From an optimization exercise on the open Yosys and OpenROAD flow, aimed at small area and a short achievable clock period; shortcuts taken in it are not production practice. At most, simulation tests tie the RTL to the original design; equivalence was not proved.

==> run E: inputs <==
// Top
module Top (
    input         enable,
    input  [31:0] addr,
    input  [31:0] w_data,
    input  [1:0]  htrans,
    input  [2:0]  hsize,
    input         hwrite,
    input  [2:0]  hburst,
    input         Master_ready,
    input         Slave_ready,
    input         HCLK,
    input         HRESETn,
    input  [1:0]  hselx,
    output [31:0] data_out
    );
Settings: LEC_CHECK=0, CAP_MARGIN=20, CORE_MARGIN=2, CORE_UTILIZATION=45, CTS_CLUSTER_DIAMETER=60, CTS_CLUSTER_SIZE=24, PLACE_DENSITY=0.6, SETUP_SLACK_MARGIN=3.5, SLEW_MARGIN=20; clock period 8.0 ns.
run.sh (not shown) runs the stock make flow with config.mk's settings and CLKGATE_MAP_FILE= SYNTH_SCRIPT=/design/flow/synth_recipe.tcl, a recipe that flattens the netlist after the stock synthesis.
==> run K (differences from run E) <==
--- a/flow/design.v
+++ b/flow/design.v
@@ -1,26 +1,27 @@
 module Decoder (
     input  [1:0] SEL,
-    output [3:0] HSEL
+    input        READY,
+    output [3:0] HSEL,
+    output [7:0] DSEL     
     );
     assign HSEL = 4'b0001 << SEL;
+    assign DSEL = 8'b00000001 << {SEL, READY};
 endmodule
 module Multiplexor (
-    input      [1:0]   SEL,
-    input              READY,
-    input      [3:0]   HRESP_ALL,
-    input      [127:0] G1_ALL,
-    input      [127:0] G0_ALL,
-    output             HRESP,
-    output     [31:0]  data_out
+    input      [7:0]   DSEL,
+    input      [255:0] G_ALL,      
+    output reg [31:0]  data_out
     );
-    assign HRESP = HRESP_ALL[SEL];
-    wire [31:0] d1 = G1_ALL[32*SEL +: 32];
-    wire [31:0] d0 = G0_ALL[32*SEL +: 32];
-    assign data_out = READY ? d1 : d0;
+    integer i;
+    always @(*) begin
+        data_out = 32'd0;
+        for (i = 0; i < 8; i = i + 1)
+            data_out = data_out | ({32{DSEL[i]}} & G_ALL[32*i +: 32]);
+    end
 endmodule
 module master (
     input             HCLK,
     input             HRESETn,
     input             enable,
     input      [31:0] addr,
     input      [31:0] w_data,
@@ -67,18 +68,16 @@
             st_w <= 1'b0;
             st_r <= 1'b0;
         end else begin
             st_w <= nw;
             st_r <= nr;
         end
     end
-    always @(posedge HCLK or negedge HRESETn) begin
-        if (!HRESETn) data_out_q <= 32'd0;
-        else          data_out_q <= data_out;
-    end
+    always @(posedge HCLK)
+        data_out_q <= data_out;
     always @(posedge HCLK or negedge HRESETn) begin
         if (!HRESETn) begin
             wd_c <= 32'd0;
             wd_d <= 32'd0;
         end else if (HREADY) begin
             wd_c <= w_data;
             wd_d <= wd_c;
@@ -222,21 +221,26 @@
         mem_rd = rconst ? {20'b0, SLAVE, 6'b0, idx_next} : 32'd0;
         for (i = 0; i < 16; i = i + 1)
             mem_rd = mem_rd | ({32{rsel[i]}} & mem[32*i +: 32]);
         if (bypass)
             mem_rd = WDATA;
     end
     reg [31:0] buf1;
+    reg        b1v;
+    always @(posedge HCLK) begin
+        if (HREADY)
+            buf1 <= mem_rd;
+    end
     always @(posedge HCLK or negedge HRESETn) begin
         if (!HRESETn) begin
-            buf1 <= 32'd0;
+            b1v  <= 1'b0;
             buf2 <= 32'd0;
         end else if (HREADY) begin
-            buf1 <= mem_rd;
-            buf2 <= buf1;
+            b1v  <= 1'b1;
+            buf2 <= {32{b1v}} & buf1;
         end
     end
     always @(*) begin
         case (state)
             IDLE:
                 next_state = !HREADY ? IDLE : HWRITE ? WRITE : READ;
             WRITE, READ:
@@ -264,22 +268,22 @@
         endcase
     end
     always @(posedge HCLK or negedge HRESETn) begin
         if (!HRESETn) begin
             state     <= IDLE;
             busy_flag <= 1'b0;
             resp_q    <= 1'b0;
-            rdata_q   <= 32'd0;
         end else begin
             state     <= next_state;
             busy_flag <= (state == BUSY);
             resp_q    <= HRESP;
-            rdata_q   <= HRDATA;
         end
     end
+    always @(posedge HCLK)
+        rdata_q <= HRDATA;
     wire n_idle = (next_state == IDLE) || (next_state > ERROR);
     wire n_b1   = (next_state == READ) & ~gt16_next & (state != BUSY);
     wire n_b2   = (next_state == BUSY) & (state != BUSY);
     reg  e_b1, e_b2, e_q, e_w;
     always @(posedge HCLK or negedge HRESETn) begin
         if (!HRESETn) begin
             e_b1 <= 1'b0;
@@ -355,15 +359,16 @@
     wire        m_idle, m_write, m_read, mr_next, mw_next;
     wire [31:0] HADDR;
     wire [1:0]  HTRANS;
     wire [31:0] WDATA;
     wire [31:0] data_out_q;
     wire        HRESP;
     wire [3:0]  HSEL;
-    wire [127:0] hrdata_all, g1_all, g0_all;
+    wire [127:0] hrdata_all;
+    wire [255:0] g_all;
     wire [3:0]  hresp_all;
     master Master (
         .HCLK(HCLK), .HRESETn(HRESETn),
         .enable(enable), .addr(addr), .w_data(w_data), .htrans(htrans),
         .hsize(hsize), .hwrite(hwrite), .hburst(hburst),
         .HREADY(Master_ready), .HRESP(HRESP),
         .m_idle(m_idle), .m_write(m_write), .m_read(m_read), .mr_next(mr_next), .mw_next(mw_next),
@@ -385,30 +390,28 @@
             if (Slave_ready) begin
                 idx  <= HADDR[5:2];
                 lt16 <= lt16_n;
                 gt16 <= ~lt16_n & ~eq16_n;
             end
         end
     end
-    Decoder Decode (.SEL(hselx), .HSEL(HSEL));
+    wire [7:0] DSEL;
+    Decoder Decode (.SEL(hselx), .READY(Slave_ready), .HSEL(HSEL), .DSEL(DSEL));
     genvar s;
     generate
         for (s = 0; s < 4; s = s + 1) begin : sl
             slave #(.SLAVE(s)) Slave (
                 .HCLK(HCLK), .HRESETn(HRESETn),
                 .HREADY(Slave_ready), .HWRITE(hwrite), .HTRANS(HTRANS),
                 .HSELx(HSEL[s]), .WDATA(WDATA),
                 .idx(idx), .lt16(lt16), .gt16(gt16), .wsel(wsel),
                 .sel_next(sel_next), .idx_next(HADDR[5:2]),
                 .gt16_next(Slave_ready ? (~lt16_n & ~eq16_n) : gt16),
                 .mr_next(mr_next), .mw_next(mw_next), .doq(data_out_q),
-                .G1(g1_all[32*s +: 32]), .G0(g0_all[32*s +: 32]),
+                .G1(g_all[64*s + 32 +: 32]), .G0(g_all[64*s +: 32]),
                 .HRESP(hresp_all[s]), .HRDATA(hrdata_all[32*s +: 32])
             );
         end
     endgenerate
-    Multiplexor Mux (
-        .SEL(hselx), .READY(Slave_ready), .HRESP_ALL(hresp_all),
-        .G1_ALL(g1_all), .G0_ALL(g0_all),
-        .HRESP(HRESP), .data_out(data_out)
-    );
+    assign HRESP = hresp_all[hselx];
+    Multiplexor Mux (.DSEL(DSEL), .G_ALL(g_all), .data_out(data_out));
 endmodule
==> flow/flow/run.sh (new file) <==
#!/bin/bash
set -euo pipefail
export SYNTH_KEEP_MODULES="Multiplexor"
export BUFFER_PORTS_ARGS="-buffer_cell sky130_fd_sc_hd__buf_4"
bash standard.sh > standard.log 2>&1
==> flow/standard.sh (new file) <==
#!/bin/bash
# synth_recipe.tcl (not shown) runs the flow's synth.tcl, then flattens the netlist and writes it again
# the make line also repeats each setting of config.mk as NAME=value (left out here)
make -C /OpenROAD-flow-scripts/flow DESIGN_CONFIG=/design/flow/config.mk WORK_HOME=/design/flow/orfs CLKGATE_MAP_FILE= SYNTH_SCRIPT=/design/flow/synth_recipe.tcl "${@:-finish}"
- CTS_CLUSTER_DIAMETER: 60 -> 70
- CTS_CLUSTER_SIZE: 24 -> 30
removed: flow/run.sh
==> flow_metrics.env <==
export IMPL_status="complete, no violations"
export IMPL_nonClkBufAreaFrac_pct=4.50
export IMPL_reg2reg_to="sl[2].Slave.buf1[15]$_DFFE_PP_"
export IMPL_grt_pass1_wl_mm=511
export IMPL_synth_common_cells="edfxtp_1, nand2_1, a22oi_1, nand3_1, dfrtp_1"
export IMPL_syn_to_final_growth_pct=13.3
export IMPL_yosys_warnings=7
# the run above: run K

==> flow_metrics.env <==
export IMPL_status="complete, no violations"
export IMPL_placedCellCount=10010
export IMPL_wl_met3_mm=49.0
export IMPL_syn_to_final_growth_pct=15.4
export IMPL_grt_pass1_wl_mm=523
export IMPL_placed_area_sq_um=112000
export IMPL_reg2reg_to="sl[2].Slave.buf1[24]$_DFFE_PN0P_"
export IMPL_synth_nets=7135
# the run above: run E

Function not checked in run E: the RTL went through the layout flow alone.

-- what the ideal ports hide --
No port has a modelled driver above. Below, the same layouts with a new extraction and two added sets of constraints. Step 1 sets driving cells, clkbuf_16 on the clock port and buf_2 on the other inputs (assumed; they add their load-dependent delay and slew). Step 2, shift: input delay + t, output delay - t, t = (earliest + latest rising clock arrival at the registers) / 2. This alone moves slack from input paths to output paths. a / b / c = ideal ports / drivers / drivers and shift; a / b = the first two.
| run | t (ns) | setup WS [ns] | worst hold slack (ns) | worst setup path after step 2 |
|---|---|---|---|---|
| run E | 0.980 | 2.548 / 2.029 / 2.029 | 0.484 / 0.484 / 0.484 | input to output |
| run K | 0.958 | 3.317 / 2.977 / 2.565 | 0.490 / 0.490 / 0.490 | input to register |
After both steps every run listed still meets setup and hold. For run K, which loses most, drivers alone change the setup slack by -0.340 ns; drivers and shift together by -0.752 ns.
